Source: an optimization exercise on an open RTL-to-GDS flow (aim: small area and a short achievable clock period). Production flows keep margins and buffers that such runs may drop.
In this exercise RTL edits were held to simulation tests only and were not proved equivalent to the original.
No run shown here takes its clock network from TritonCTS; it comes from the design's own scripts or RTL.
The clock port is modelled as an ideal driver, which makes a skipped or thinned clock tree look cheaper than it is; a real chip needs a root buffer or a tree.
No activity file was given, so power comes from the tool's default toggle rates.

[design/flow/config.mk]
export PLATFORM = sky130hd
export DESIGN_NAME = Optimized_Wallace
export DESIGN_NICKNAME = Optimized_Wallace
export VERILOG_FILES = /design/flow/design.v
export SDC_FILE = /design/flow/constraint.sdc
export NUM_CORES = 4
export LEC_CHECK = 0
export CAP_MARGIN = 20
export CORE_MARGIN = 2
export CORE_UTILIZATION = 60
export CTS_BUF_LIST = sky130_fd_sc_hd__clkbuf_16
export CTS_CLUSTER_DIAMETER = 100
export CTS_CLUSTER_SIZE = 25
export SETUP_SLACK_MARGIN = 1.4
export SLEW_MARGIN = 20
export SYNTH_HIERARCHICAL = 1
export SYNTH_MINIMUM_KEEP_SIZE = 0
export TNS_END_PERCENT = 5
[design/flow/constraint.sdc]
create_clock -name core_clock -period 3.0 [get_ports {clk}]
set_input_delay 0.6000 -clock core_clock [delete_from_list [all_inputs] [get_ports {clk}]]
set_output_delay 0.6000 -clock core_clock [all_outputs]
set_load 0.01 [all_outputs]
[design/flow/design.v]
`timescale 1ns / 1ps
module fa(input a, b, c, output s, co);
    assign s = a ^ b ^ c;
    assign co = (a & b) | (a & c) | (b & c);
endmodule
module ha(input a, b, output s, co);
    assign s = a ^ b;
    assign co = a & b;
endmodule
module Optimized_Wallace(
    input clk, rst,
    input [15:0] A, B,
    output reg [31:0] PRODUCT
);
    reg [15:0] ra;
    reg rb15;
    reg one0;
    reg two0;
    reg neg0;
    reg one1;
    reg two1;
    reg neg1;
    reg one2;
    reg two2;
    reg neg2;
    reg one3;
    reg two3;
    reg neg3;
    reg one4;
    reg two4;
    reg neg4;
    reg one5;
    reg two5;
    reg neg5;
    reg one6;
    reg two6;
    reg neg6;
    reg one7;
    reg two7;
    reg neg7;
    reg [92:0] r2;
    reg [54:0] r3;
    reg v1, v2, v3;
    wire pp1 = ((one0 & ra[0])) ^ neg0;
    wire pp2 = ((one0 & ra[1]) | (two0 & ra[0])) ^ neg0;
    wire pp3 = ((one0 & ra[2]) | (two0 & ra[1])) ^ neg0;
    wire pp4 = ((one0 & ra[3]) | (two0 & ra[2])) ^ neg0;
    wire pp5 = ((one0 & ra[4]) | (two0 & ra[3])) ^ neg0;
    wire pp6 = ((one0 & ra[5]) | (two0 & ra[4])) ^ neg0;
    wire pp7 = ((one0 & ra[6]) | (two0 & ra[5])) ^ neg0;
    wire pp8 = ((one0 & ra[7]) | (two0 & ra[6])) ^ neg0;
    wire pp9 = ((one0 & ra[8]) | (two0 & ra[7])) ^ neg0;
    wire pp10 = ((one0 & ra[9]) | (two0 & ra[8])) ^ neg0;
    wire pp11 = ((one0 & ra[10]) | (two0 & ra[9])) ^ neg0;
    wire pp12 = ((one0 & ra[11]) | (two0 & ra[10])) ^ neg0;
    wire pp13 = ((one0 & ra[12]) | (two0 & ra[11])) ^ neg0;
    wire pp14 = ((one0 & ra[13]) | (two0 & ra[12])) ^ neg0;
    wire pp15 = ((one0 & ra[14]) | (two0 & ra[13])) ^ neg0;
    wire pp16 = ((one0 & ra[15]) | (two0 & ra[14])) ^ neg0;
    wire pp17 = ((two0 & ra[15])) ^ neg0;
    wire ns18 = ~neg0;
    wire pp19 = ((one1 & ra[0])) ^ neg1;
    wire pp20 = ((one1 & ra[1]) | (two1 & ra[0])) ^ neg1;
    wire pp21 = ((one1 & ra[2]) | (two1 & ra[1])) ^ neg1;
    wire pp22 = ((one1 & ra[3]) | (two1 & ra[2])) ^ neg1;
    wire pp23 = ((one1 & ra[4]) | (two1 & ra[3])) ^ neg1;
    wire pp24 = ((one1 & ra[5]) | (two1 & ra[4])) ^ neg1;
    wire pp25 = ((one1 & ra[6]) | (two1 & ra[5])) ^ neg1;
    wire pp26 = ((one1 & ra[7]) | (two1 & ra[6])) ^ neg1;
    wire pp27 = ((one1 & ra[8]) | (two1 & ra[7])) ^ neg1;
    wire pp28 = ((one1 & ra[9]) | (two1 & ra[8])) ^ neg1;
    wire pp29 = ((one1 & ra[10]) | (two1 & ra[9])) ^ neg1;
    wire pp30 = ((one1 & ra[11]) | (two1 & ra[10])) ^ neg1;
    wire pp31 = ((one1 & ra[12]) | (two1 & ra[11])) ^ neg1;
    wire pp32 = ((one1 & ra[13]) | (two1 & ra[12])) ^ neg1;
    wire pp33 = ((one1 & ra[14]) | (two1 & ra[13])) ^ neg1;
    wire pp34 = ((one1 & ra[15]) | (two1 & ra[14])) ^ neg1;
    wire pp35 = ((two1 & ra[15])) ^ neg1;
    wire ns36 = ~neg1;
    wire pp37 = ((one2 & ra[0])) ^ neg2;
    wire pp38 = ((one2 & ra[1]) | (two2 & ra[0])) ^ neg2;
    wire pp39 = ((one2 & ra[2]) | (two2 & ra[1])) ^ neg2;
    wire pp40 = ((one2 & ra[3]) | (two2 & ra[2])) ^ neg2;
    wire pp41 = ((one2 & ra[4]) | (two2 & ra[3])) ^ neg2;
    wire pp42 = ((one2 & ra[5]) | (two2 & ra[4])) ^ neg2;
    wire pp43 = ((one2 & ra[6]) | (two2 & ra[5])) ^ neg2;
    wire pp44 = ((one2 & ra[7]) | (two2 & ra[6])) ^ neg2;
    wire pp45 = ((one2 & ra[8]) | (two2 & ra[7])) ^ neg2;
    wire pp46 = ((one2 & ra[9]) | (two2 & ra[8])) ^ neg2;
    wire pp47 = ((one2 & ra[10]) | (two2 & ra[9])) ^ neg2;
    wire pp48 = ((one2 & ra[11]) | (two2 & ra[10])) ^ neg2;
    wire pp49 = ((one2 & ra[12]) | (two2 & ra[11])) ^ neg2;
    wire pp50 = ((one2 & ra[13]) | (two2 & ra[12])) ^ neg2;
    wire pp51 = ((one2 & ra[14]) | (two2 & ra[13])) ^ neg2;
    wire pp52 = ((one2 & ra[15]) | (two2 & ra[14])) ^ neg2;
    wire pp53 = ((two2 & ra[15])) ^ neg2;
    wire ns54 = ~neg2;
    wire pp55 = ((one3 & ra[0])) ^ neg3;
    wire pp56 = ((one3 & ra[1]) | (two3 & ra[0])) ^ neg3;
    wire pp57 = ((one3 & ra[2]) | (two3 & ra[1])) ^ neg3;
    wire pp58 = ((one3 & ra[3]) | (two3 & ra[2])) ^ neg3;
    wire pp59 = ((one3 & ra[4]) | (two3 & ra[3])) ^ neg3;
    wire pp60 = ((one3 & ra[5]) | (two3 & ra[4])) ^ neg3;
    wire pp61 = ((one3 & ra[6]) | (two3 & ra[5])) ^ neg3;
    wire pp62 = ((one3 & ra[7]) | (two3 & ra[6])) ^ neg3;
    wire pp63 = ((one3 & ra[8]) | (two3 & ra[7])) ^ neg3;
    wire pp64 = ((one3 & ra[9]) | (two3 & ra[8])) ^ neg3;
    wire pp65 = ((one3 & ra[10]) | (two3 & ra[9])) ^ neg3;
    wire pp66 = ((one3 & ra[11]) | (two3 & ra[10])) ^ neg3;
    wire pp67 = ((one3 & ra[12]) | (two3 & ra[11])) ^ neg3;
    wire pp68 = ((one3 & ra[13]) | (two3 & ra[12])) ^ neg3;
    wire pp69 = ((one3 & ra[14]) | (two3 & ra[13])) ^ neg3;
    wire pp70 = ((one3 & ra[15]) | (two3 & ra[14])) ^ neg3;
    wire pp71 = ((two3 & ra[15])) ^ neg3;
    wire ns72 = ~neg3;
    wire pp73 = ((one4 & ra[0])) ^ neg4;
    wire pp74 = ((one4 & ra[1]) | (two4 & ra[0])) ^ neg4;
    wire pp75 = ((one4 & ra[2]) | (two4 & ra[1])) ^ neg4;
    wire pp76 = ((one4 & ra[3]) | (two4 & ra[2])) ^ neg4;
    wire pp77 = ((one4 & ra[4]) | (two4 & ra[3])) ^ neg4;
    wire pp78 = ((one4 & ra[5]) | (two4 & ra[4])) ^ neg4;
    wire pp79 = ((one4 & ra[6]) | (two4 & ra[5])) ^ neg4;
    wire pp80 = ((one4 & ra[7]) | (two4 & ra[6])) ^ neg4;
    wire pp81 = ((one4 & ra[8]) | (two4 & ra[7])) ^ neg4;
    wire pp82 = ((one4 & ra[9]) | (two4 & ra[8])) ^ neg4;
    wire pp83 = ((one4 & ra[10]) | (two4 & ra[9])) ^ neg4;
    wire pp84 = ((one4 & ra[11]) | (two4 & ra[10])) ^ neg4;
    wire pp85 = ((one4 & ra[12]) | (two4 & ra[11])) ^ neg4;
    wire pp86 = ((one4 & ra[13]) | (two4 & ra[12])) ^ neg4;
    wire pp87 = ((one4 & ra[14]) | (two4 & ra[13])) ^ neg4;
    wire pp88 = ((one4 & ra[15]) | (two4 & ra[14])) ^ neg4;
    wire pp89 = ((two4 & ra[15])) ^ neg4;
    wire ns90 = ~neg4;
    wire pp91 = ((one5 & ra[0])) ^ neg5;
    wire pp92 = ((one5 & ra[1]) | (two5 & ra[0])) ^ neg5;
    wire pp93 = ((one5 & ra[2]) | (two5 & ra[1])) ^ neg5;
    wire pp94 = ((one5 & ra[3]) | (two5 & ra[2])) ^ neg5;
    wire pp95 = ((one5 & ra[4]) | (two5 & ra[3])) ^ neg5;
    wire pp96 = ((one5 & ra[5]) | (two5 & ra[4])) ^ neg5;
    wire pp97 = ((one5 & ra[6]) | (two5 & ra[5])) ^ neg5;
    wire pp98 = ((one5 & ra[7]) | (two5 & ra[6])) ^ neg5;
    wire pp99 = ((one5 & ra[8]) | (two5 & ra[7])) ^ neg5;
    wire pp100 = ((one5 & ra[9]) | (two5 & ra[8])) ^ neg5;
    wire pp101 = ((one5 & ra[10]) | (two5 & ra[9])) ^ neg5;
    wire pp102 = ((one5 & ra[11]) | (two5 & ra[10])) ^ neg5;
    wire pp103 = ((one5 & ra[12]) | (two5 & ra[11])) ^ neg5;
    wire pp104 = ((one5 & ra[13]) | (two5 & ra[12])) ^ neg5;
    wire pp105 = ((one5 & ra[14]) | (two5 & ra[13])) ^ neg5;
    wire pp106 = ((one5 & ra[15]) | (two5 & ra[14])) ^ neg5;
    wire pp107 = ((two5 & ra[15])) ^ neg5;
    wire ns108 = ~neg5;
    wire pp109 = ((one6 & ra[0])) ^ neg6;
    wire pp110 = ((one6 & ra[1]) | (two6 & ra[0])) ^ neg6;
    wire pp111 = ((one6 & ra[2]) | (two6 & ra[1])) ^ neg6;
    wire pp112 = ((one6 & ra[3]) | (two6 & ra[2])) ^ neg6;
    wire pp113 = ((one6 & ra[4]) | (two6 & ra[3])) ^ neg6;
    wire pp114 = ((one6 & ra[5]) | (two6 & ra[4])) ^ neg6;
    wire pp115 = ((one6 & ra[6]) | (two6 & ra[5])) ^ neg6;
    wire pp116 = ((one6 & ra[7]) | (two6 & ra[6])) ^ neg6;
    wire pp117 = ((one6 & ra[8]) | (two6 & ra[7])) ^ neg6;
    wire pp118 = ((one6 & ra[9]) | (two6 & ra[8])) ^ neg6;
    wire pp119 = ((one6 & ra[10]) | (two6 & ra[9])) ^ neg6;
    wire pp120 = ((one6 & ra[11]) | (two6 & ra[10])) ^ neg6;
    wire pp121 = ((one6 & ra[12]) | (two6 & ra[11])) ^ neg6;
    wire pp122 = ((one6 & ra[13]) | (two6 & ra[12])) ^ neg6;
    wire pp123 = ((one6 & ra[14]) | (two6 & ra[13])) ^ neg6;
    wire pp124 = ((one6 & ra[15]) | (two6 & ra[14])) ^ neg6;
    wire pp125 = ((two6 & ra[15])) ^ neg6;
    wire ns126 = ~neg6;
    wire pp127 = ((one7 & ra[0])) ^ neg7;
    wire pp128 = ((one7 & ra[1]) | (two7 & ra[0])) ^ neg7;
    wire pp129 = ((one7 & ra[2]) | (two7 & ra[1])) ^ neg7;
    wire pp130 = ((one7 & ra[3]) | (two7 & ra[2])) ^ neg7;
    wire pp131 = ((one7 & ra[4]) | (two7 & ra[3])) ^ neg7;
    wire pp132 = ((one7 & ra[5]) | (two7 & ra[4])) ^ neg7;
    wire pp133 = ((one7 & ra[6]) | (two7 & ra[5])) ^ neg7;
    wire pp134 = ((one7 & ra[7]) | (two7 & ra[6])) ^ neg7;
    wire pp135 = ((one7 & ra[8]) | (two7 & ra[7])) ^ neg7;
    wire pp136 = ((one7 & ra[9]) | (two7 & ra[8])) ^ neg7;
    wire pp137 = ((one7 & ra[10]) | (two7 & ra[9])) ^ neg7;
    wire pp138 = ((one7 & ra[11]) | (two7 & ra[10])) ^ neg7;
    wire pp139 = ((one7 & ra[12]) | (two7 & ra[11])) ^ neg7;
    wire pp140 = ((one7 & ra[13]) | (two7 & ra[12])) ^ neg7;
    wire pp141 = ((one7 & ra[14]) | (two7 & ra[13])) ^ neg7;
    wire pp142 = ((one7 & ra[15]) | (two7 & ra[14])) ^ neg7;
    wire pp143 = ((two7 & ra[15])) ^ neg7;
    wire ns144 = ~neg7;
    wire pp145 = rb15 & ra[0];
    wire pp146 = rb15 & ra[1];
    wire pp147 = rb15 & ra[2];
    wire pp148 = rb15 & ra[3];
    wire pp149 = rb15 & ra[4];
    wire pp150 = rb15 & ra[5];
    wire pp151 = rb15 & ra[6];
    wire pp152 = rb15 & ra[7];
    wire pp153 = rb15 & ra[8];
    wire pp154 = rb15 & ra[9];
    wire pp155 = rb15 & ra[10];
    wire pp156 = rb15 & ra[11];
    wire pp157 = rb15 & ra[12];
    wire pp158 = rb15 & ra[13];
    wire pp159 = rb15 & ra[14];
    wire pp160 = rb15 & ra[15];
    wire s161, c162;
    fa u_s161 (.a(pp3), .b(pp19), .c(neg1), .s(s161), .co(c162));
    wire s163, c164;
    fa u_s163 (.a(pp5), .b(pp21), .c(pp37), .s(s163), .co(c164));
    wire s165, c166;
    fa u_s165 (.a(pp6), .b(pp22), .c(pp38), .s(s165), .co(c166));
    wire s167, c168;
    fa u_s167 (.a(pp7), .b(pp23), .c(pp39), .s(s167), .co(c168));
    wire s169, c170;
    fa u_s169 (.a(pp8), .b(pp24), .c(pp40), .s(s169), .co(c170));
    wire s171, c172;
    fa u_s171 (.a(pp9), .b(pp25), .c(pp41), .s(s171), .co(c172));
    wire s173, c174;
    fa u_s173 (.a(pp57), .b(pp73), .c(neg4), .s(s173), .co(c174));
    wire s175, c176;
    fa u_s175 (.a(pp10), .b(pp26), .c(pp42), .s(s175), .co(c176));
    wire s177, c178;
    fa u_s177 (.a(pp11), .b(pp27), .c(pp43), .s(s177), .co(c178));
    wire s179, c180;
    fa u_s179 (.a(pp59), .b(pp75), .c(pp91), .s(s179), .co(c180));
    wire s181, c182;
    fa u_s181 (.a(pp12), .b(pp28), .c(pp44), .s(s181), .co(c182));
    wire s183, c184;
    fa u_s183 (.a(pp60), .b(pp76), .c(pp92), .s(s183), .co(c184));
    wire s185, c186;
    fa u_s185 (.a(pp13), .b(pp29), .c(pp45), .s(s185), .co(c186));
    wire s187, c188;
    fa u_s187 (.a(pp61), .b(pp77), .c(pp93), .s(s187), .co(c188));
    wire s189, c190;
    fa u_s189 (.a(pp14), .b(pp30), .c(pp46), .s(s189), .co(c190));
    wire s191, c192;
    fa u_s191 (.a(pp62), .b(pp78), .c(pp94), .s(s191), .co(c192));
    wire s193, c194;
    fa u_s193 (.a(pp15), .b(pp31), .c(pp47), .s(s193), .co(c194));
    wire s195, c196;
    fa u_s195 (.a(pp63), .b(pp79), .c(pp95), .s(s195), .co(c196));
    wire s197, c198;
    fa u_s197 (.a(pp111), .b(pp127), .c(neg7), .s(s197), .co(c198));
    wire s199, c200;
    fa u_s199 (.a(pp16), .b(pp32), .c(pp48), .s(s199), .co(c200));
    wire s201, c202;
    fa u_s201 (.a(pp64), .b(pp80), .c(pp96), .s(s201), .co(c202));
    wire s203, c204;
    ha u_s203 (.a(pp112), .b(pp128), .s(s203), .co(c204));
    wire s205, c206;
    fa u_s205 (.a(pp17), .b(pp33), .c(pp49), .s(s205), .co(c206));
    wire s207, c208;
    fa u_s207 (.a(pp65), .b(pp81), .c(pp97), .s(s207), .co(c208));
    wire s209, c210;
    fa u_s209 (.a(pp113), .b(pp129), .c(pp145), .s(s209), .co(c210));
    wire s211, c212;
    fa u_s211 (.a(neg0), .b(pp34), .c(pp50), .s(s211), .co(c212));
    wire s213, c214;
    fa u_s213 (.a(pp66), .b(pp82), .c(pp98), .s(s213), .co(c214));
    wire s215, c216;
    fa u_s215 (.a(pp114), .b(pp130), .c(pp146), .s(s215), .co(c216));
    wire s217, c218;
    fa u_s217 (.a(neg0), .b(pp35), .c(pp51), .s(s217), .co(c218));
    wire s219, c220;
    fa u_s219 (.a(pp67), .b(pp83), .c(pp99), .s(s219), .co(c220));
    wire s221, c222;
    fa u_s221 (.a(pp115), .b(pp131), .c(pp147), .s(s221), .co(c222));
    wire s223, c224;
    fa u_s223 (.a(ns18), .b(ns36), .c(pp52), .s(s223), .co(c224));
    wire s225, c226;
    fa u_s225 (.a(pp68), .b(pp84), .c(pp100), .s(s225), .co(c226));
    wire s227, c228;
    fa u_s227 (.a(pp116), .b(pp132), .c(pp148), .s(s227), .co(c228));
    wire s229 = ~(pp53 ^ pp69);
    wire c230 = pp53 | pp69;
    wire s231, c232;
    fa u_s231 (.a(pp85), .b(pp101), .c(pp117), .s(s231), .co(c232));
    wire s233, c234;
    ha u_s233 (.a(pp133), .b(pp149), .s(s233), .co(c234));
    wire s235, c236;
    fa u_s235 (.a(ns54), .b(pp70), .c(pp86), .s(s235), .co(c236));
    wire s237, c238;
    fa u_s237 (.a(pp102), .b(pp118), .c(pp134), .s(s237), .co(c238));
    wire s239 = ~(pp71 ^ pp87);
    wire c240 = pp71 | pp87;
    wire s241, c242;
    fa u_s241 (.a(pp103), .b(pp119), .c(pp135), .s(s241), .co(c242));
    wire s243, c244;
    fa u_s243 (.a(ns72), .b(pp88), .c(pp104), .s(s243), .co(c244));
    wire s245, c246;
    fa u_s245 (.a(pp120), .b(pp136), .c(pp152), .s(s245), .co(c246));
    wire s247 = ~(pp89 ^ pp105);
    wire c248 = pp89 | pp105;
    wire s249, c250;
    fa u_s249 (.a(pp121), .b(pp137), .c(pp153), .s(s249), .co(c250));
    wire s251, c252;
    fa u_s251 (.a(ns90), .b(pp106), .c(pp122), .s(s251), .co(c252));
    wire s253 = ~(pp107 ^ pp123);
    wire c254 = pp107 | pp123;
    wire s255, c256;
    fa u_s255 (.a(ns108), .b(pp124), .c(pp140), .s(s255), .co(c256));
    wire s257 = ~(pp125 ^ pp141);
    wire c258 = pp125 | pp141;
    wire s259, c260;
    fa u_s259 (.a(ns126), .b(pp142), .c(pp158), .s(s259), .co(c260));
    wire s261 = ~(pp143 ^ pp159);
    wire c262 = pp143 | pp159;
    wire s263, c264;
    fa u_s263 (.a(c162), .b(pp4), .c(pp20), .s(s263), .co(c264));
    wire s265, c266;
    fa u_s265 (.a(c166), .b(s167), .c(pp55), .s(s265), .co(c266));
    wire s267, c268;
    fa u_s267 (.a(c168), .b(s169), .c(pp56), .s(s267), .co(c268));
    wire s269, c270;
    fa u_s269 (.a(c170), .b(s171), .c(s173), .s(s269), .co(c270));
    wire s271, c272;
    fa u_s271 (.a(c172), .b(c174), .c(s175), .s(s271), .co(c272));
    wire s273, c274;
    fa u_s273 (.a(c176), .b(s177), .c(s179), .s(s273), .co(c274));
    wire s275, c276;
    fa u_s275 (.a(c178), .b(c180), .c(s181), .s(s275), .co(c276));
    wire s277, c278;
    fa u_s277 (.a(c182), .b(c184), .c(s185), .s(s277), .co(c278));
    wire s279, c280;
    fa u_s279 (.a(s187), .b(pp109), .c(neg6), .s(s279), .co(c280));
    wire s281, c282;
    fa u_s281 (.a(c186), .b(c188), .c(s189), .s(s281), .co(c282));
    wire s283, c284;
    ha u_s283 (.a(s191), .b(pp110), .s(s283), .co(c284));
    wire s285, c286;
    fa u_s285 (.a(c190), .b(c192), .c(s193), .s(s285), .co(c286));
    wire s287, c288;
    ha u_s287 (.a(s195), .b(s197), .s(s287), .co(c288));
    wire s289, c290;
    fa u_s289 (.a(c194), .b(c196), .c(c198), .s(s289), .co(c290));
    wire s291, c292;
    fa u_s291 (.a(s199), .b(s201), .c(s203), .s(s291), .co(c292));
    wire s293, c294;
    fa u_s293 (.a(c200), .b(c202), .c(c204), .s(s293), .co(c294));
    wire s295, c296;
    fa u_s295 (.a(s205), .b(s207), .c(s209), .s(s295), .co(c296));
    wire s297, c298;
    fa u_s297 (.a(c206), .b(c208), .c(c210), .s(s297), .co(c298));
    wire s299, c300;
    fa u_s299 (.a(s211), .b(s213), .c(s215), .s(s299), .co(c300));
    wire s301, c302;
    fa u_s301 (.a(c212), .b(c214), .c(c216), .s(s301), .co(c302));
    wire s303, c304;
    fa u_s303 (.a(s217), .b(s219), .c(s221), .s(s303), .co(c304));
    wire s305, c306;
    fa u_s305 (.a(c218), .b(c220), .c(c222), .s(s305), .co(c306));
    wire s307, c308;
    fa u_s307 (.a(s223), .b(s225), .c(s227), .s(s307), .co(c308));
    wire s309, c310;
    fa u_s309 (.a(c224), .b(c226), .c(c228), .s(s309), .co(c310));
    wire s311, c312;
    fa u_s311 (.a(s229), .b(s231), .c(s233), .s(s311), .co(c312));
    wire s313, c314;
    fa u_s313 (.a(c230), .b(c232), .c(c234), .s(s313), .co(c314));
    wire s315, c316;
    fa u_s315 (.a(s235), .b(s237), .c(pp150), .s(s315), .co(c316));
    wire s317, c318;
    fa u_s317 (.a(c236), .b(c238), .c(s239), .s(s317), .co(c318));
    wire s319, c320;
    ha u_s319 (.a(s241), .b(pp151), .s(s319), .co(c320));
    wire s321, c322;
    fa u_s321 (.a(c240), .b(c242), .c(s243), .s(s321), .co(c322));
    wire s323, c324;
    fa u_s323 (.a(c244), .b(c246), .c(s247), .s(s323), .co(c324));
    wire s325, c326;
    fa u_s325 (.a(c248), .b(c250), .c(s251), .s(s325), .co(c326));
    wire s327, c328;
    fa u_s327 (.a(c252), .b(s253), .c(pp139), .s(s327), .co(c328));
    wire s329, c330;
    fa u_s329 (.a(c254), .b(s255), .c(pp156), .s(s329), .co(c330));
    wire s331, c332;
    fa u_s331 (.a(c256), .b(s257), .c(pp157), .s(s331), .co(c332));
    wire s333, c334;
    fa u_s333 (.a(c262), .b(ns144), .c(pp160), .s(s333), .co(c334));
    wire s335, c336;
    fa u_s335 (.a(r2[5]), .b(r2[6]), .c(r2[7]), .s(s335), .co(c336));
    wire s337, c338;
    fa u_s337 (.a(r2[16]), .b(r2[17]), .c(r2[18]), .s(s337), .co(c338));
    wire s339, c340;
    fa u_s339 (.a(r2[20]), .b(r2[21]), .c(r2[22]), .s(s339), .co(c340));
    wire s341, c342;
    fa u_s341 (.a(r2[23]), .b(r2[24]), .c(r2[25]), .s(s341), .co(c342));
    wire s343, c344;
    fa u_s343 (.a(r2[26]), .b(r2[27]), .c(r2[28]), .s(s343), .co(c344));
    wire s345, c346;
    fa u_s345 (.a(r2[29]), .b(r2[30]), .c(r2[31]), .s(s345), .co(c346));
    wire s347, c348;
    fa u_s347 (.a(r2[33]), .b(r2[34]), .c(r2[35]), .s(s347), .co(c348));
    wire s349, c350;
    fa u_s349 (.a(r2[37]), .b(r2[38]), .c(r2[39]), .s(s349), .co(c350));
    wire s351, c352;
    fa u_s351 (.a(r2[41]), .b(r2[42]), .c(r2[43]), .s(s351), .co(c352));
    wire s353, c354;
    fa u_s353 (.a(r2[45]), .b(r2[46]), .c(r2[47]), .s(s353), .co(c354));
    wire s355, c356;
    fa u_s355 (.a(r2[49]), .b(r2[50]), .c(r2[51]), .s(s355), .co(c356));
    wire s357, c358;
    fa u_s357 (.a(r2[53]), .b(r2[54]), .c(r2[55]), .s(s357), .co(c358));
    wire s359, c360;
    fa u_s359 (.a(r2[57]), .b(r2[58]), .c(r2[59]), .s(s359), .co(c360));
    wire s361, c362;
    fa u_s361 (.a(r2[61]), .b(r2[62]), .c(r2[63]), .s(s361), .co(c362));
    wire s363, c364;
    fa u_s363 (.a(r2[65]), .b(r2[66]), .c(r2[67]), .s(s363), .co(c364));
    wire s365, c366;
    fa u_s365 (.a(r2[69]), .b(r2[70]), .c(r2[71]), .s(s365), .co(c366));
    wire s367, c368;
    fa u_s367 (.a(r2[73]), .b(r2[74]), .c(r2[75]), .s(s367), .co(c368));
    wire s369, c370;
    fa u_s369 (.a(r2[76]), .b(r2[77]), .c(r2[78]), .s(s369), .co(c370));
    wire s371, c372;
    fa u_s371 (.a(r2[80]), .b(r2[81]), .c(r2[82]), .s(s371), .co(c372));
    wire s373, c374;
    fa u_s373 (.a(r2[87]), .b(r2[88]), .c(r2[89]), .s(s373), .co(c374));
    wire s375, c376;
    fa u_s375 (.a(c336), .b(r2[8]), .c(r2[9]), .s(s375), .co(c376));
    wire s377, c378;
    ha u_s377 (.a(r2[10]), .b(r2[11]), .s(s377), .co(c378));
    wire s379, c380;
    ha u_s379 (.a(r2[12]), .b(r2[13]), .s(s379), .co(c380));
    wire s381, c382;
    ha u_s381 (.a(r2[14]), .b(r2[15]), .s(s381), .co(c382));
    wire s383, c384;
    ha u_s383 (.a(s337), .b(r2[19]), .s(s383), .co(c384));
    wire s385, c386;
    ha u_s385 (.a(c338), .b(s339), .s(s385), .co(c386));
    wire s387, c388;
    ha u_s387 (.a(c340), .b(s341), .s(s387), .co(c388));
    wire s389, c390;
    ha u_s389 (.a(c342), .b(s343), .s(s389), .co(c390));
    wire s391, c392;
    fa u_s391 (.a(c344), .b(s345), .c(r2[32]), .s(s391), .co(c392));
    wire s393, c394;
    fa u_s393 (.a(c346), .b(s347), .c(r2[36]), .s(s393), .co(c394));
    wire s395, c396;
    fa u_s395 (.a(c348), .b(s349), .c(r2[40]), .s(s395), .co(c396));
    wire s397, c398;
    fa u_s397 (.a(c350), .b(s351), .c(r2[44]), .s(s397), .co(c398));
    wire s399, c400;
    fa u_s399 (.a(c352), .b(s353), .c(r2[48]), .s(s399), .co(c400));
    wire s401, c402;
    fa u_s401 (.a(c354), .b(s355), .c(r2[52]), .s(s401), .co(c402));
    wire s403, c404;
    fa u_s403 (.a(c356), .b(s357), .c(r2[56]), .s(s403), .co(c404));
    wire s405, c406;
    fa u_s405 (.a(c358), .b(s359), .c(r2[60]), .s(s405), .co(c406));
    wire s407, c408;
    fa u_s407 (.a(c360), .b(s361), .c(r2[64]), .s(s407), .co(c408));
    wire s409, c410;
    fa u_s409 (.a(c362), .b(s363), .c(r2[68]), .s(s409), .co(c410));
    wire s411, c412;
    fa u_s411 (.a(c364), .b(s365), .c(r2[72]), .s(s411), .co(c412));
    wire s413, c414;
    ha u_s413 (.a(c366), .b(s367), .s(s413), .co(c414));
    wire s415, c416;
    fa u_s415 (.a(c368), .b(s369), .c(r2[79]), .s(s415), .co(c416));
    wire s417, c418;
    ha u_s417 (.a(c370), .b(s371), .s(s417), .co(c418));
    wire s419, c420;
    fa u_s419 (.a(c372), .b(r2[83]), .c(r2[84]), .s(s419), .co(c420));
    wire s421, c422;
    ha u_s421 (.a(r2[85]), .b(r2[86]), .s(s421), .co(c422));
    wire s423, c424;
    fa u_s423 (.a(c374), .b(r2[90]), .c(r2[91]), .s(s423), .co(c424));
    wire g425, p426;
    ha u_p426 (.a(r2[0]), .b(r2[1]), .s(p426), .co(g425));
    wire g427, p428;
    ha u_p428 (.a(c376), .b(s377), .s(p428), .co(g427));
    wire g429, p430;
    ha u_p430 (.a(c378), .b(s379), .s(p430), .co(g429));
    wire g431, p432;
    ha u_p432 (.a(c380), .b(s381), .s(p432), .co(g431));
    wire g433, p434;
    ha u_p434 (.a(c382), .b(s383), .s(p434), .co(g433));
    wire g435, p436;
    ha u_p436 (.a(c384), .b(s385), .s(p436), .co(g435));
    wire g437, p438;
    ha u_p438 (.a(c386), .b(s387), .s(p438), .co(g437));
    wire g439, p440;
    ha u_p440 (.a(c388), .b(s389), .s(p440), .co(g439));
    wire g441, p442;
    ha u_p442 (.a(c390), .b(s391), .s(p442), .co(g441));
    wire g443, p444;
    ha u_p444 (.a(c392), .b(s393), .s(p444), .co(g443));
    wire g445, p446;
    ha u_p446 (.a(c394), .b(s395), .s(p446), .co(g445));
    wire g447, p448;
    ha u_p448 (.a(c396), .b(s397), .s(p448), .co(g447));
    wire g449, p450;
    ha u_p450 (.a(c398), .b(s399), .s(p450), .co(g449));
    wire g451, p452;
    ha u_p452 (.a(c400), .b(s401), .s(p452), .co(g451));
    wire g453, p454;
    ha u_p454 (.a(c402), .b(s403), .s(p454), .co(g453));
    wire g455, p456;
    ha u_p456 (.a(c404), .b(s405), .s(p456), .co(g455));
    wire g457, p458;
    ha u_p458 (.a(c406), .b(s407), .s(p458), .co(g457));
    wire g459, p460;
    ha u_p460 (.a(c408), .b(s409), .s(p460), .co(g459));
    wire g461, p462;
    ha u_p462 (.a(c410), .b(s411), .s(p462), .co(g461));
    wire g463, p464;
    ha u_p464 (.a(c412), .b(s413), .s(p464), .co(g463));
    wire g465, p466;
    ha u_p466 (.a(c414), .b(s415), .s(p466), .co(g465));
    wire g467, p468;
    ha u_p468 (.a(c416), .b(s417), .s(p468), .co(g467));
    wire g469, p470;
    ha u_p470 (.a(c418), .b(s419), .s(p470), .co(g469));
    wire g471, p472;
    ha u_p472 (.a(c420), .b(s421), .s(p472), .co(g471));
    wire g473, p474;
    ha u_p474 (.a(c422), .b(s373), .s(p474), .co(g473));
    wire g475, p476;
    ha u_p476 (.a(c424), .b(r2[92]), .s(p476), .co(g475));
    wire t477 = p426 | g425;
    wire t478 = p428 | g427;
    wire t479 = p430 | g429;
    wire t480 = p432 | g431;
    wire t481 = p434 | g433;
    wire G482 = 1'b0 | (r2[2] & g425);
    wire P483 = r2[2] & t477;
    wire G484 = 1'b0 | (r2[4] & 1'b0);
    wire P485 = r2[4] & r2[3];
    wire G486 = 1'b0 | (s375 & 1'b0);
    wire P487 = s375 & s335;
    wire G488 = g429 | (t479 & g427);
    wire P489 = t479 & t478;
    wire G490 = g433 | (t481 & g431);
    wire P491 = t481 & t480;
    wire G492 = 1'b0 | (r2[3] & G482);
    wire P493 = r2[3] & P483;
    wire G494 = G484 | (P485 & G482);
    wire P495 = P485 & P483;
    wire G496 = g427 | (t478 & G486);
    wire P497 = t478 & P487;
    wire G498 = G488 | (P489 & G486);
    wire P499 = P489 & P487;
    wire G500 = 1'b0 | (s335 & G494);
    wire P501 = s335 & P495;
    wire G502 = G486 | (P487 & G494);
    wire P503 = P487 & P495;
    wire G504 = G496 | (P497 & G494);
    wire P505 = P497 & P495;
    wire G506 = G498 | (P499 & G494);
    wire P507 = P499 & P495;
    wire G508 = g431 | (t480 & G506);
    wire P509 = t480 & P507;
    wire G510 = G490 | (P491 & G506);
    wire P511 = P491 & P507;
    wire sum512 = p426;
    wire sum513 = r2[2] ^ g425;
    wire sum514 = r2[3] ^ G482;
    wire sum515 = r2[4] ^ G492;
    wire sum516 = s335 ^ G494;
    wire sum517 = s375 ^ G500;
    wire sum518 = p428 ^ G502;
    wire sum519 = p430 ^ G504;
    wire sum520 = p432 ^ G506;
    wire sum521 = p434 ^ G508;
    wire t522 = r3[11] | r3[12];
    wire t523 = r3[13] | r3[14];
    wire t524 = r3[15] | r3[16];
    wire t525 = r3[17] | r3[18];
    wire t526 = r3[19] | r3[20];
    wire t527 = r3[21] | r3[22];
    wire t528 = r3[23] | r3[24];
    wire t529 = r3[25] | r3[26];
    wire t530 = r3[27] | r3[28];
    wire t531 = r3[29] | r3[30];
    wire t532 = r3[31] | r3[32];
    wire t533 = r3[33] | r3[34];
    wire t534 = r3[35] | r3[36];
    wire t535 = r3[37] | r3[38];
    wire t536 = r3[39] | r3[40];
    wire t537 = r3[41] | r3[42];
    wire t538 = r3[43] | r3[44];
    wire t539 = r3[45] | r3[46];
    wire t540 = r3[47] | r3[48];
    wire t541 = r3[49] | r3[50];
    wire t542 = r3[51] | r3[52];
    wire t543 = r3[53] | r3[54];
    wire g544 = r3[12] | (r3[11] & r3[10]);
    wire G545 = r3[14] | (t523 & g544);
    wire P546 = t523 & t522;
    wire G547 = r3[18] | (t525 & r3[16]);
    wire P548 = t525 & t524;
    wire G549 = r3[22] | (t527 & r3[20]);
    wire P550 = t527 & t526;
    wire G551 = r3[26] | (t529 & r3[24]);
    wire P552 = t529 & t528;
    wire G553 = r3[30] | (t531 & r3[28]);
    wire P554 = t531 & t530;
    wire G555 = r3[34] | (t533 & r3[32]);
    wire P556 = t533 & t532;
    wire G557 = r3[38] | (t535 & r3[36]);
    wire P558 = t535 & t534;
    wire G559 = r3[42] | (t537 & r3[40]);
    wire P560 = t537 & t536;
    wire G561 = r3[46] | (t539 & r3[44]);
    wire P562 = t539 & t538;
    wire G563 = r3[50] | (t541 & r3[48]);
    wire P564 = t541 & t540;
    wire G565 = r3[54] | (t543 & r3[52]);
    wire P566 = t543 & t542;
    wire G567 = G547 | (P548 & G545);
    wire P568 = P548 & P546;
    wire G569 = G551 | (P552 & G549);
    wire P570 = P552 & P550;
    wire G571 = G555 | (P556 & G553);
    wire P572 = P556 & P554;
    wire G573 = G559 | (P560 & G557);
    wire P574 = P560 & P558;
    wire G575 = G563 | (P564 & G561);
    wire P576 = P564 & P562;
    wire G577 = G569 | (P570 & G567);
    wire P578 = P570 & P568;
    wire G579 = G573 | (P574 & G571);
    wire P580 = P574 & P572;
    wire G581 = G579 | (P580 & G577);
    wire P582 = P580 & P578;
    wire G583 = G571 | (P572 & G577);
    wire P584 = P572 & P578;
    wire G585 = G575 | (P576 & G581);
    wire P586 = P576 & P582;
    wire G587 = G549 | (P550 & G567);
    wire P588 = P550 & P568;
    wire G589 = G553 | (P554 & G577);
    wire P590 = P554 & P578;
    wire G591 = G557 | (P558 & G583);
    wire P592 = P558 & P584;
    wire G593 = G561 | (P562 & G581);
    wire P594 = P562 & P582;
    wire G595 = G565 | (P566 & G585);
    wire P596 = P566 & P586;
    wire G597 = r3[16] | (t524 & G545);
    wire P598 = t524 & P546;
    wire G599 = r3[20] | (t526 & G567);
    wire P600 = t526 & P568;
    wire G601 = r3[24] | (t528 & G587);
    wire P602 = t528 & P588;
    wire G603 = r3[28] | (t530 & G577);
    wire P604 = t530 & P578;
    wire G605 = r3[32] | (t532 & G589);
    wire P606 = t532 & P590;
    wire G607 = r3[36] | (t534 & G583);
    wire P608 = t534 & P584;
    wire G609 = r3[40] | (t536 & G591);
    wire P610 = t536 & P592;
    wire G611 = r3[44] | (t538 & G581);
    wire P612 = t538 & P582;
    wire G613 = r3[48] | (t540 & G593);
    wire P614 = t540 & P594;
    wire G615 = r3[52] | (t542 & G585);
    wire P616 = t542 & P586;
    wire sum617 = r3[11] ^ r3[10];
    wire sum618 = r3[13] ^ g544;
    wire sum619 = r3[15] ^ G545;
    wire sum620 = r3[17] ^ G597;
    wire sum621 = r3[19] ^ G567;
    wire sum622 = r3[21] ^ G599;
    wire sum623 = r3[23] ^ G587;
    wire sum624 = r3[25] ^ G601;
    wire sum625 = r3[27] ^ G577;
    wire sum626 = r3[29] ^ G603;
    wire sum627 = r3[31] ^ G589;
    wire sum628 = r3[33] ^ G605;
    wire sum629 = r3[35] ^ G583;
    wire sum630 = r3[37] ^ G607;
    wire sum631 = r3[39] ^ G591;
    wire sum632 = r3[41] ^ G609;
    wire sum633 = r3[43] ^ G581;
    wire sum634 = r3[45] ^ G611;
    wire sum635 = r3[47] ^ G593;
    wire sum636 = r3[49] ^ G613;
    wire sum637 = r3[51] ^ G585;
    wire sum638 = r3[53] ^ G615;
    wire [31:0] sum = {sum638, sum637, sum636, sum635, sum634, sum633, sum632, sum631, sum630, sum629, sum628, sum627, sum626, sum625, sum624, sum623, sum622, sum621, sum620, sum619, sum618, sum617, r3[9], r3[8], r3[7], r3[6], r3[5], r3[4], r3[3], r3[2], r3[1], r3[0]};
    always @(posedge clk or posedge rst) begin
        if (rst) begin
            v1 <= 1'b0; v2 <= 1'b0; v3 <= 1'b0;
            PRODUCT <= 32'd0;
        end else begin
            v1 <= 1'b1; v2 <= v1; v3 <= v2;
            PRODUCT <= sum & {32{v3}};
        end
    end
    always @(posedge clk) begin
        ra <= A;
        rb15 <= B[15];
        one0 <= B[0] ^ 1'b0;
        two0 <= (B[1] & ~B[0] & ~1'b0) | (~B[1] & B[0] & 1'b0);
        neg0 <= B[1] & ~(B[0] & 1'b0);
        one1 <= B[2] ^ B[1];
        two1 <= (B[3] & ~B[2] & ~B[1]) | (~B[3] & B[2] & B[1]);
        neg1 <= B[3] & ~(B[2] & B[1]);
        one2 <= B[4] ^ B[3];
        two2 <= (B[5] & ~B[4] & ~B[3]) | (~B[5] & B[4] & B[3]);
        neg2 <= B[5] & ~(B[4] & B[3]);
        one3 <= B[6] ^ B[5];
        two3 <= (B[7] & ~B[6] & ~B[5]) | (~B[7] & B[6] & B[5]);
        neg3 <= B[7] & ~(B[6] & B[5]);
        one4 <= B[8] ^ B[7];
        two4 <= (B[9] & ~B[8] & ~B[7]) | (~B[9] & B[8] & B[7]);
        neg4 <= B[9] & ~(B[8] & B[7]);
        one5 <= B[10] ^ B[9];
        two5 <= (B[11] & ~B[10] & ~B[9]) | (~B[11] & B[10] & B[9]);
        neg5 <= B[11] & ~(B[10] & B[9]);
        one6 <= B[12] ^ B[11];
        two6 <= (B[13] & ~B[12] & ~B[11]) | (~B[13] & B[12] & B[11]);
        neg6 <= B[13] & ~(B[12] & B[11]);
        one7 <= B[14] ^ B[13];
        two7 <= (B[15] & ~B[14] & ~B[13]) | (~B[15] & B[14] & B[13]);
        neg7 <= B[15] & ~(B[14] & B[13]);
        r2 <= {s333, s261, c260, s259, c258, c332, s331, c330, s329, c328, pp155, s327, c326, pp154, pp138, s325, c324, s249, s323, c322, s245, s321, c320, c318, s319, s317, c316, c314, s315, s313, c312, c310, s311, s309, c308, c306, s307, s305, c304, c302, s303, s301, c300, c298, s299, s297, c296, c294, s295, s293, c292, c290, s291, s289, c288, c286, s287, s285, c284, c282, s283, s281, c280, c278, s279, s277, c276, s183, s275, c274, neg5, s273, c272, pp74, pp58, s271, c270, s269, c268, s267, c266, neg3, s265, s165, c164, neg2, s163, c264, s263, s161, pp2, neg0, pp1};
        r3 <= {g475, p476, 1'b0, s423, g473, p474, g471, p472, g469, p470, g467, p468, g465, p466, g463, p464, g461, p462, g459, p460, g457, p458, g455, p456, g453, p454, g451, p452, g449, p450, g447, p448, g445, p446, g443, p444, g441, p442, g439, p440, g437, p438, g435, p436, G510, sum521, sum520, sum519, sum518, sum517, sum516, sum515, sum514, sum513, sum512};
    end
endmodule
[design/flow/flow/run.sh]
#!/bin/bash
set -euo pipefail
export BUFFER_PORTS_ARGS="-buffer_cell sky130_fd_sc_hd__buf_1"
bash standard.sh cts > flow_cts.log 2>&1
export RES=$PWD/orfs/results/sky130hd/Optimized_Wallace/base
export PLATFORM_DIR=$FLOW_HOME/platforms/sky130hd
export SKEW_PLAN=$PWD/flow/plan.tcl
openroad -no_splash -exit flow/skew.tcl > skew_eco.log 2>&1
bash standard.sh finish > flow_make.log 2>&1
[design/flow/flow/plan.tcl]
set rootnet $root
branch r1 {ra* rb15* one* two* neg*} {clkbuf_16} 2 [$block findNet clk]
set root [$block findNet clk]
tune r2 {r2*} 0.434 5 {clkbuf_1 clkbuf_2 clkbuf_4 clkbuf_8 clkbuf_16}
set root $rootnet
tune r3 {r3* v1* v2* v3*} 0.635 3
tune prod {PRODUCT*} 0.80 3
[design/flow/flow/skew.tcl]
set res $::env(RES)
read_lef $::env(PLATFORM_DIR)/lef/sky130_fd_sc_hd.tlef
read_lef $::env(PLATFORM_DIR)/lef/sky130_fd_sc_hd_merged.lef
read_liberty $::env(PLATFORM_DIR)/lib/sky130_fd_sc_hd__tt_025C_1v80.lib
read_db $res/4_cts.odb
read_sdc $res/4_cts.sdc
source $::env(PLATFORM_DIR)/setRC.tcl
set db [ord::get_db]
set block [ord::get_db_block]
set root [$block findNet clknet_0_clk]

proc master {n} { return [[ord::get_db] findMaster sky130_fd_sc_hd__$n] }
set uid 0
proc newbuf {type innet x y} {
  global block uid
  incr uid
  set inst [odb::dbInst_create $block [master $type] "cksk_buf_$uid"]
  set net [odb::dbNet_create $block "cksk_net_$uid"]
  $net setSigType CLOCK
  [$inst findITerm A] connect $innet
  [$inst findITerm X] connect $net
  $inst setLocation [expr int($x)] [expr int($y)]
  $inst setPlacementStatus PLACED
  return $net
}
proc flops {pats} {
  global block
  set out {}
  foreach inst [$block getInsts] {
    set n [$inst getName]
    if {[$inst findITerm CLK] eq "NULL"} continue
    foreach p $pats { if {[string match $p $n]} { lappend out $inst; break } }
  }
  return $out
}
proc centroid {insts} {
  set sx 0; set sy 0
  foreach i $insts { set b [$i getBBox]; set sx [expr $sx + [$b xMin]]; set sy [expr $sy + [$b yMin]] }
  set n [llength $insts]
  return [list [expr $sx / $n] [expr $sy / $n]]
}
# chain: list of buffer types from the root; the last one is repeated per leaf cluster
proc branch {name pats chain nleaf {src {}}} {
  global root
  if {$src ne {}} { set root $src }
  set fl [flops $pats]
  set fl [lsort -command {apply {{a b} {expr {[[$a getBBox] xMin] - [[$b getBBox] xMin]}}}} $fl]
  set c [centroid $fl]
  set net $root
  if {![llength $chain]} {
    foreach f $fl { set it [$f findITerm CLK]; $it disconnect; $it connect $root }
    puts "branch $name: [llength $fl] flops on the root net"
    return
  }
  foreach t [lrange $chain 0 end-1] { set net [newbuf $t $net [lindex $c 0] [lindex $c 1]] }
  set per [expr {([llength $fl] + $nleaf - 1) / $nleaf}]
  for {set k 0} {$k < $nleaf} {incr k} {
    set grp [lrange $fl [expr $k*$per] [expr ($k+1)*$per - 1]]
    if {![llength $grp]} continue
    set cc [centroid $grp]
    set leaf [newbuf [lindex $chain end] $net [lindex $cc 0] [lindex $cc 1]]
    foreach f $grp {
      set it [$f findITerm CLK]
      $it disconnect
      $it connect $leaf
    }
  }
  puts "branch $name: [llength $fl] flops, chain $chain x $nleaf"
}

# Build a branch, measure the mean clock latency of its flops, and undo it.
set created {}
proc newbuf2 {type innet x y} {
  global created
  set net [newbuf $type $innet $x $y]
  lappend created $net
  return $net
}
proc build {fl chain nleaf} {
  global root created
  set created {}
  set c [centroid $fl]
  set net $root
  foreach t [lrange $chain 0 end-1] { set net [newbuf2 $t $net [lindex $c 0] [lindex $c 1]] }
  set per [expr {([llength $fl] + $nleaf - 1) / $nleaf}]
  for {set k 0} {$k < $nleaf} {incr k} {
    set grp [lrange $fl [expr $k*$per] [expr ($k+1)*$per - 1]]
    if {![llength $grp]} continue
    set cc [centroid $grp]
    set leaf [newbuf2 [lindex $chain end] $net [lindex $cc 0] [lindex $cc 1]]
    foreach f $grp { set it [$f findITerm CLK]; $it disconnect; $it connect $leaf }
  }
}
proc undo {fl orig} {
  global created
  foreach f $fl o $orig { set it [$f findITerm CLK]; $it disconnect; $it connect $o }
  foreach net [lreverse $created] {
    foreach it [$net getITerms] { if {[$it isOutputSignal]} { set inst [$it getInst] } }
    odb::dbInst_destroy $inst
    odb::dbNet_destroy $net
  }
  set created {}
}
proc meanlat {fl} {
  global maxslew
  estimate_parasitics -placement
  set s 0.0
  set maxslew 0.0
  foreach f $fl {
    set pin [get_pins "[$f getName]/CLK"]
    set s [expr {$s + [get_property $pin arrival_max_rise]}]
    set sl [get_property $pin slew_max]
    if {$sl > $maxslew} { set maxslew $sl }
  }
  return [expr {$s / [llength $fl]}]
}
proc branch_area {chain nl} {
  set a 0.0
  foreach t [lrange $chain 0 end-1] { set a [expr {$a + [[master $t] getWidth] * [[master $t] getHeight] / 1e6}] }
  set t [lindex $chain end]
  return [expr {$a + $nl * [[master $t] getWidth] * [[master $t] getHeight] / 1e6}]
}
proc tune {name pats target nleaf {firsts {{} clkbuf_1 clkbuf_2 clkbuf_8 clkbuf_16}}} {
  global maxslew
  set fl [flops $pats]
  set fl [lsort -command {apply {{a b} {expr {[[$a getBBox] xMin] - [[$b getBBox] xMin]}}}} $fl]
  set orig {}
  foreach f $fl { lappend orig [[$f findITerm CLK] getNet] }
  set best {}
  set besterr 1e9
  set bestcost 1e9
  set bestn $nleaf
  set cands {}
  foreach leaf {clkbuf_16 clkbuf_8} {
    foreach nl [list [expr {$nleaf - 1}] $nleaf [expr {$nleaf + 1}] [expr {$nleaf + 2}]] {
      if {$nl < 1} continue
      foreach first $firsts {
        for {set n 0} {$n <= 14} {incr n} {
          set chain [concat $first [lrepeat $n clkbuf_4] $leaf]
          build $fl $chain $nl
          set lat [meanlat $fl]
          undo $fl $orig
          set err [expr {abs($lat - $target)}]
          puts "tune $name: $chain x $nl -> [format %.3f $lat] slew [format %.3f $maxslew] (target [format %.3f $target])"
          if {$maxslew < 0.100} { lappend cands [list $err [branch_area $chain $nl] $chain $nl] }
          if {$maxslew < 0.100 && $err < $besterr} { set besterr $err }
          if {$lat > $target + 0.2} break
        }
      }
    }
  }
  foreach c $cands {
    if {[lindex $c 0] <= $besterr + 0.015 && [lindex $c 1] < $bestcost} {
      set bestcost [lindex $c 1]; set best [lindex $c 2]; set bestn [lindex $c 3]
    }
  }
  build $fl $best $bestn
  puts "tune $name: chose $best x $bestn, latency [format %.3f [meanlat $fl]] slew [format %.3f $maxslew]"
}

source $::env(SKEW_PLAN)
# remove clock buffers left without sinks, and CTS's dummy clock loads
# (clock cells whose output is unconnected)
proc is_clkcell {inst} {
  set m [[$inst getMaster] getName]
  return [expr {[string match "*clkbuf*" $m] || [string match "*clkinv*" $m] || [string match "*__inv_*" $m] || [string match "*__buf_*" $m]}]
}
proc outnet {inst} {
  foreach it [$inst getITerms] { if {[$it isOutputSignal]} { return [$it getNet] } }
  return "NULL"
}
set changed 1
while {$changed} {
  set changed 0
  foreach inst [$block getInsts] {
    if {![is_clkcell $inst]} continue
    set n [outnet $inst]
    if {$n eq "NULL"} {
      # dummy load: only if its input is on a clock net
      set clkin 0
      foreach it [$inst getITerms] { if {[$it isInputSignal] && [$it getNet] ne "NULL" && [[$it getNet] getSigType] eq "CLOCK"} { set clkin 1 } }
      if {$clkin} { puts "removing dummy [$inst getName]"; odb::dbInst_destroy $inst; set changed 1 }
      continue
    }
    if {[$n getSigType] ne "CLOCK"} continue
    if {[llength [$n getITerms]] <= 1 && [llength [$n getBTerms]] == 0} {
      puts "removing [$inst getName]"
      odb::dbInst_destroy $inst
      odb::dbNet_destroy $n
      set changed 1
    }
  }
}
detailed_placement
check_placement
estimate_parasitics -placement
set_propagated_clock [all_clocks]
catch { report_checks -path_delay max -group_path_count 3 -format end }
catch { report_clock_skew }
foreach p {ra[0]* one0* r2[0]* r3[0]* PRODUCT[0]* v1*} {
  catch { foreach pin [get_pins -quiet $p/CLK] { puts "latency [get_full_name $pin] [get_property $pin arrival_max_rise]" } }
}
write_db $res/4_cts.odb
[design/flow/standard.sh]
#!/bin/bash
# synth_recipe.tcl (not shown) runs the flow's synth.tcl, then flattens the netlist and writes it again
# the make line also repeats each setting of config.mk as NAME=value (left out here)
make -C /OpenROAD-flow-scripts/flow DESIGN_CONFIG=/design/flow/config.mk WORK_HOME=/design/flow/orfs CLKGATE_MAP_FILE= SYNTH_SCRIPT=/design/flow/synth_recipe.tcl "${@:-finish}"
==> metrics.csv, run 1 <==
metric;value;unit
Worst Hold Launch;r3[9]$_DFF_P_;
combinational share of power;0.424;
clock power share;0.157;
DR pass1 iterations;6;
period utilization;0.644;
cell mode on critical path;fa_2;
hold path endpoint;PRODUCT[9]$_DFF_PP0_;
Psw;4.24;mW
r2r endpoint;r3[10]$_DFF_P_;
Reg power frac;0.419;
Worst Hold Slack;218;ps
clock skew;300;ps
Detailed Route Iter0 Violations;602;
Die W;141;um
Highest Clock Rate;0.518;GHz
Setup crit start kind;register;
die footprint;19900;um2
Synth warnings;7;
Layout area overhead;13.9;%
DRT antenna net count;0;
Cell Area, Synth;11300;um2
DP HPWL;16.8;mm
Slew Limit Fails;0;
R2R setup slack;1070;ps
Int Pwr;7.42;mW
largest net degree at the start of global routing;35;
CTS Sinks;222;
DR vias/cell;5.88;
ys async rst share;0.158;
DIE HEIGHT;141;um
Clock transition at path regs;90;ps
post-synthesis sequential area ratio;0.410;
PD cells;910;nW/um2
Netlist cell types;46;
DRC Markers;0;
leakage power;5.12;nW
Fin. Hold Viols;0;
vias in the first global route;7829;
Initial Util;0.606;
maximum capacitance violations;0;
Synth Flop Type;dfxtp_1;
routed vias;7354;
Post-synth EDFFs;0;
CP cell instances;fa_2 -> fa_2 -> ha_4 -> a41oi_4 -> nor2b_2 -> o21a_1 -> o21ai_1 -> nand2b_1;
wire per inst;21.0;um
Setup TNS;0;ps
flop and latch count out of synthesis;222;
# port buffers;65;
area share of the largest cell type after synthesis;0.333;
RD Place Congestion;0.907;
layout cells sized above 1;0.172;
Core Area;18600;um2
Rows;50;
fillers;1364;
Antenna diodes;0;
fin nets;1223;
gr ovfl total;0;
WHS Path Cells;1;
CP Data Required Time;3490;ps
RR Startpoint;r2[5]$_DFF_P_;
crit-path max FO;2;
CP arrival;2420;ps
first-pass GRT wire length;42.0;mm
mean area per synthesized cell;11.9;um2
final setup fails;0;
initial antenna violation count;0;
R2R depth;8;
Total Wirelength;26.2;mm
status;finished clean;
syn_nets;1152;
Synth area leaders;dfxtp_1 33%, fa_1 20%, xnor2_1 12%, a22oi_1 8.0%, dfrtp_1 7.8%;
critical path's slowest cell;fa_2;
peak supply drop;0.610;mV
Final Critical Period;1930;ps
sw frac;0.363;
kind of critical path;register to register;
leading area contributor after synthesis;dfxtp_1;
GRT Total Usage;0.274;
io pins;66;
slowest stage delay, CP;380;ps
clk latency of the worst-skew pair;440;ps
Worst Hold Class;register to register;
unrepaired setup endpoints after global routing;true;
cells after synthesis;948;
CP endpoint kind;register;
-- cell families (layout without fill, tap and decap cells) --
logic type | Yosys count | count (layout) | share of synthesized area
simple gates | 110 | 110 | 0.0534
xor+xnor | 152 | 152 | 0.118
mux | 4 | 4 | 0.00356
buf+inv | 112 | 181 | 0.0374
flops | 222 | 222 | 0.410
compound gates | 177 | 177 | 0.114
fa+ha+maj | 170 | 170 | 0.263
other cells | 1 | 1 | 0.000333
-- power by group through the flow --
stage / Clock (mW) / Combinational (mW) / Sequential, mW
finish: 1.83 / 4.95 / 4.88
global route: 1.98 / 5.72 / 4.99
CTS: 1.74 / 4.88 / 4.85
detailed placement: 0 / 4.59 / 4.95
global placement: 0 / 4.45 / 4.91
floorplan: 0 / 3.48 / 4.68
-- modules after synthesis (local to each module, per instance) --
module | area (um2) | flops+latches | copies in the design
ha | 12.5 | 0 | 41
Optimized_Wallace | 8520 | 222 | 1
fa | 20.0 | 0 | 111
-- per-layer routing --
metal | track usage | share of wire | vias up | routed length (um)
met3 | 0.0581 | 0.088 | 78 | 2310
met2 | 0.440 | 0.46 | 395 | 12100
met4 | 0.120 | 0.041 | 0 | 1080
met1 | 0.362 | 0.41 | 3589 | 10800
li1 | - | - | 3292 | -
met5 | 0 | 0 | - | 0
-- metrics by stage --
stage          utilization  std cells  worst slack, ps  power (mW)  area [um2]
3_5_place_dp         0.631       1180              525        9.53       11700
3_3_place_gp         0.631       1180              487        9.36       11700
2_1_floorplan            -        948              996        8.15       11800
4_1_cts              0.685       1240              862        11.5       12700
6_report             0.690       1251             1070        11.7       12800
5_1_grt              0.690       1251             1030        12.7       12800
-- flip-flops by register name (all words and copies together), names as in the netlist, 16 cells and up --
name,count
PRODUCT,32
r2,93
r3,53
ra,16
-- cells in the final DEF (no fill, tap or decap), types with 5 or more instances in the layout --
cell	n
a22oi_1	97
xnor2_2	5
clkbuf_4	7
a22oi_2	24
clkbuf_8	9
ha_1	57
nor2_1	12
o21ai_0	16
nor2b_1	8
and2_1	28
nor3_1	5
nand3b_1	7
xnor2_1	143
dfxtp_1	148
nand2_1	26
nand2b_1	12
dfxtp_2	6
fa_2	6
dfrtp_1	35
a21oi_1	11
inv_1	28
buf_1	64
buf_6	8
clkbuf_16	8
dfxtp_4	33
fa_1	105
buf_4	45
-- synth_stat cells (9+ instances only) --
master,instances
dfxtp_1,187
xnor2_1,148
a22oi_1,120
fa_1,111
clkbuf_1,81
ha_1,59
dfrtp_1,35
and2_1,28
inv_1,28
nand2_1,26
o21ai_0,20
nor2_1,13
nand2b_1,12
a21oi_1,11
nor2b_1,9
-- repair_timing --
item	4_1_cts	5_1_grt
gates cloned	1	0
hold buffers	1	0
pin swaps	26	3
setup endpoints to repair	127	115
hold endpoints to repair	1	0
resized for setup	103	6
buffers inserted	40	5
-- area by class of cell --
type	instances	area, um2	share of cell area
multi-input combinational	614	6450	0.504
tap	234	293	0.0229
buffer	23	352	0.0274
timing repair buffer	129	836	0.0652
inverter	28	105	0.00820
clock buffer	1	25.0	0.00195
sequential	222	4750	0.371
-- worst max path at each step --
stage	startpoint	endpoint	slack, ps	depth (start not counted)
2_1_floorplan	r3[37]$_DFF_P_	PRODUCT[30]$_DFF_PP0_	1000	8
3_3_place_gp	ra[6]$_DFF_P_	r2[44]$_DFF_P_	490	4
3_5_place_dp	ra[4]$_DFF_P_	r2[28]$_DFF_P_	520	4
4_1_cts	r3[37]$_DFF_P_	PRODUCT[31]$_DFF_PP0_	860	9
5_1_grt	r2[5]$_DFF_P_	r3[10]$_DFF_P_	1030	8
6_report	r2[5]$_DFF_P_	r3[10]$_DFF_P_	1070	8
-- worst max-delay path: cells and delay by family (launching register included) --
| kind | cells | cell delay, ps |
|---|---|---|
| flip-flops | 1 | 330 |
| AND/OR/NAND/NOR | 2 | 140 |
| adder cells (fa/ha/maj) | 3 | 1010 |
| AO/OA/AOI/OAI | 3 | 500 |
==> inputs of run 2 (changes only) <==
--- a/design/flow/config.mk
+++ b/design/flow/config.mk
@@ -11,8 +11,8 @@
 export CTS_BUF_LIST = sky130_fd_sc_hd__clkbuf_16
 export CTS_CLUSTER_DIAMETER = 100
 export CTS_CLUSTER_SIZE = 25
-export SETUP_SLACK_MARGIN = 1.4
+export SETUP_SLACK_MARGIN = 1.15
 export SLEW_MARGIN = 20
 export SYNTH_HIERARCHICAL = 1
 export SYNTH_MINIMUM_KEEP_SIZE = 0
-export TNS_END_PERCENT = 5
+export TNS_END_PERCENT = 0
==> run 2 against run 1 <==
  * Cell count down 3.8%
  * Synthesized cell count unchanged
  * Core utilization down 3.6 points
  * Via count fell by 4.2%
  * Area after synthesis stayed put
  * Routed wire length is 6.6% lower
  * Final area is 5.3% lower
  * Critical endpoint is now PRODUCT[31]$_DFF_PP0_
  * Largest cell class unchanged
==> metrics.csv, run 2 <==
metric;value;unit;change
io pins;66;;unchanged
syn_nets;1152;;unchanged
Biggest register;r2;;
max layer used;met4;;
Post-synth EDFFs;0;;unchanged
WP buf/inv;0;;unchanged
Worst Hold Class;register to register;;
clock skew;287;ps;-13.4 ps
leading area contributor after synthesis;dfxtp_1;;
RD Place Congestion;0.927;;+2.2%
DRT antenna net count;0;;unchanged
CTS Sinks;222;;unchanged
CP cell instances;a21o_1 -> a31o_1 -> o31a_1 -> and3_4 -> a221oi_4 -> o21bai_1 -> ha_2 -> xnor2_2 -> nor2_1;;
maximum capacitance violations;0;;unchanged
Detailed Route Iter0 Violations;578;;-4.0%
GRT Total Usage;0.256;;-0.0182
largest net degree at the start of global routing;36;;+2.9%
Synth warnings;7;;unchanged
clk latency of the worst-skew pair;430;ps;about the same
Antenna diodes;0;;unchanged
CP endpoint kind;register;;
Core Area;18600;um2;unchanged
unrepaired setup endpoints after global routing;true;;
DIE HEIGHT;141;um;unchanged
setup slack after layout;1060;ps;-4.54 ps
hold path endpoint;PRODUCT[0]$_DFF_PP0_;;
Setup crit start kind;register;;
wire per inst;20.4;um;-2.9%
DR vias/cell;5.85;;-0.42%
ys async rst share;0.158;;unchanged
Worst Hold Launch;r3[0]$_DFF_P_;;
Final Critical Period;1940;ps;+4.54 ps
Final Non-Filler Cells;1204;;-3.8%
WL met1;10.6;mm;-1.9%
met3 wire length;1.98;mm;-14%
commonest cells in the netlist;187 x dfxtp_1, 148 x xnor2_1, 120 x a22oi_1;;
DR WL met2;11.2;mm;-7.1%
largest registers;r2: 93 flops, r3: 53 flops, PRODUCT: 32 flops;;
Overall Power;11.5;mW;-1.3%
DP Cell Count;1176;;-0.34%
WHS Path Cells;1;;unchanged
dpl ws;511;ps;-13.8 ps
Initial Util;0.606;;unchanged
fin nets;1176;;-3.8%
period utilization;0.645;;+0.00151
commonest non-fill, non-tap cell in the layout;dfxtp_1;;
max FFs per register;93;;unchanged
critical path's slowest cell;dfxtp_2;;
mean area per synthesized cell;11.9;um2;unchanged
area share of the largest cell type after synthesis;0.333;;unchanged
Die W;141;um;unchanged
cells after synthesis;948;;unchanged
DR pass1 iterations;5;;-1
Slew Limit Fails;0;;unchanged
Clock transition at path regs;80;ps;about the same
CP Data Required Time;3640;ps;+150 ps
Synth area leaders;dfxtp_1 33%, fa_1 20%, xnor2_1 12%, a22oi_1 8.0%, dfrtp_1 7.8%;;
first-pass GRT wire length;39.5;mm;-5.9%
Worst-Margin Slew;679;ps;
DRC Markers;0;;unchanged
commonest non-fill, non-tap cells in the layout;152 x dfxtp_1, 147 x xnor2_1, 119 x a22oi_1;;
post-synthesis sequential area ratio;0.410;;unchanged
vias in the first global route;7459;;-4.7%
Worst Hold Slack;252;ps;+33.8 ps
CP delay by family, top;compound AO/OA/AOI/OAI gates;;
R2R setup slack;1060;ps;about the same
die footprint;19900;um2;unchanged
# port buffers;65;;unchanged
DP HPWL;16.7;mm;-0.43%
top-count cell post-synth;dfxtp_1;;
flop and latch count out of synthesis;222;;unchanged
PD cells;948;nW/um2;+4.2%
initial antenna violation count;0;;unchanged
RR Startpoint;r3[37]$_DFF_P_;;
status;finished clean;;
Highest Clock Rate;0.517;GHz;-0.23%
Layout area overhead;7.85;%;
final setup fails;0;;unchanged
kind of critical path;register to register;;
gr ovfl total;0;;unchanged
crit-path max FO;4;;+2
R2R depth;9;;+1
Fin. Hold Viols;0;;unchanged
layout cells sized above 1;0.0938;;-0.0783
CP arrival;2580;ps;+160 ps
routed vias;7048;;-4.2%
slowest stage delay, CP;340;ps;-40 ps
Netlist cell types;46;;unchanged
leakage power;4.81;nW;-6.0%
Setup TNS;0;ps;unchanged
Synth Flop Type;dfxtp_1;;
Max-slew headroom;0.547;;
peak supply drop;0.557;mV;-8.7%
Total Wirelength;24.5;mm;-6.6%
r2r endpoint;PRODUCT[31]$_DFF_PP0_;;
Rows;50;;unchanged
Cell Area, Synth;11300;um2;unchanged
run 2: cell count changes in the layout (fill, tap and decap cells not counted), moves of 4 or more:
cell / before / now
dfxtp_4: 33 / 16
fa_1: 105 / 109
xnor2_1: 143 / 147
buf_6: 8 / 0
buf_4: 45 / 16
a22oi_2: 24 / 2
buf_8: 4 / 0
a22oi_1: 97 / 119
dfxtp_2: 6 / 19
dfxtp_1: 148 / 152
xnor2_2: 5 / 1
fa_2: 6 / 2
run 2: worst reg2reg max path, stage by stage, from the launching register on:
cell,delay (ps)
dfxtp_2,340
a21o_1,200
a31o_1,220
o31a_1,310
and3_4,180
a221oi_4,250
o21bai_1,100
ha_2,190
xnor2_2,140
nor2_1,60
run 2: area by class of cell:
type	instances	area, um2
Multi-Input combinational cell	614	6280
Clock buffer	1	25.0
Inverter	28	105
Tap cell	234	293
Fill cell	1463	6440
Timing Repair Buffer	82	374
Buffer	23	352
Sequential cell	222	4700
run 2: worst max path at each step:
stage              startpoint  depth (start not counted)                     to  slack (ps)
3_5_place_dp    ra[4]$_DFF_P_                          4         r2[10]$_DFF_P_         510
5_1_grt        r3[29]$_DFF_P_                          9  PRODUCT[31]$_DFF_PP0_         940
6_report       r3[37]$_DFF_P_                          9  PRODUCT[31]$_DFF_PP0_        1060
2_1_floorplan  r3[37]$_DFF_P_                          8  PRODUCT[30]$_DFF_PP0_        1000
4_1_cts        r3[37]$_DFF_P_                          9  PRODUCT[31]$_DFF_PP0_         900
3_3_place_gp    ra[6]$_DFF_P_                          4         r2[10]$_DFF_P_         530
run 2: per-module statistics from Yosys, one instance, submodules excluded:
module / flops+latches / copies in the design / area [um2] / cells inside
Optimized_Wallace: 222 / 1 / 8520 / 796
fa: 0 / 111 / 20.0 / 1
ha: 0 / 41 / 12.5 / 1
run 2: kinds of logic after synthesis:
group	count (synthesis)	share of synthesized area
fa+ha+maj	170	0.263
simple gates	110	0.0534
mux	4	0.00356
other cells	1	0.000333
flops	222	0.410
compound gates	177	0.114
xor+xnor	152	0.118
buf+inv	112	0.0374
run 2: layer usage:
metal  up-vias  global-route usage
met1      3444               0.351
met5         -                   0
li1       3194                   -
met2       345               0.411
met3        65              0.0550
met4         0              0.0816
run 2: report_power, final:
group          internal (mW)  total (mW)  switching, mW
clock network          0.847        1.83          0.981
registers               4.12        4.85          0.739
logic                   2.35        4.82           2.47
total                   7.32        11.5           4.19
run 2: repair_timing:
item | CTS | global route
endpoints found under the hold margin | 0 | 32
cloned | 0 | 0
hold buffers | 0 | 1
endpoints found under the setup margin | 86 | 62
resized for setup | 53 | 1
pin swaps | 5 | 0
setup buffers | 3 | 0
run 2: per-stage QoR:
step | utilization | instance area, um2
floorplan | - | 11500
global placement | 0.625 | 11600
detailed placement | 0.625 | 11600
CTS | 0.651 | 12100
global route | 0.653 | 12100
finish | 0.653 | 12100

afterwards: timing with drivers on the ports:
In the flow no input, the clock included, has a driving cell. The finished layouts below were timed again as built, in two steps. Step 1, drivers: a clkbuf_16 drives clk and a buf_2 each remaining input, both assumed. Step 2, shift: input delay + t, output delay - t, t = (earliest + latest rising clock arrival at the registers) / 2. This alone moves slack from input paths to output paths. Three values: ideal, step 1, step 2; two values: the first two.
run | t (ns) | setup WS [ns] | worst hold slack (ns) | latest minus earliest clock arrival (ns) | slew at the worst register clock pin (ns)
run 1 | 0.549 | 1.068 / 1.022 / 1.068 | 0.218 / 0.218 / 0.218 | 0.672 / 0.671 | 0.10 / 0.10
run 2 | 0.528 | 1.064 / 1.063 / 1.064 | 0.252 / 0.252 / 0.252 | 0.626 / 0.625 | 0.09 / 0.09
In run 1 and run 2 the clock reaches the registers at very different times; t lies between them, and the last value is a rough guide only.
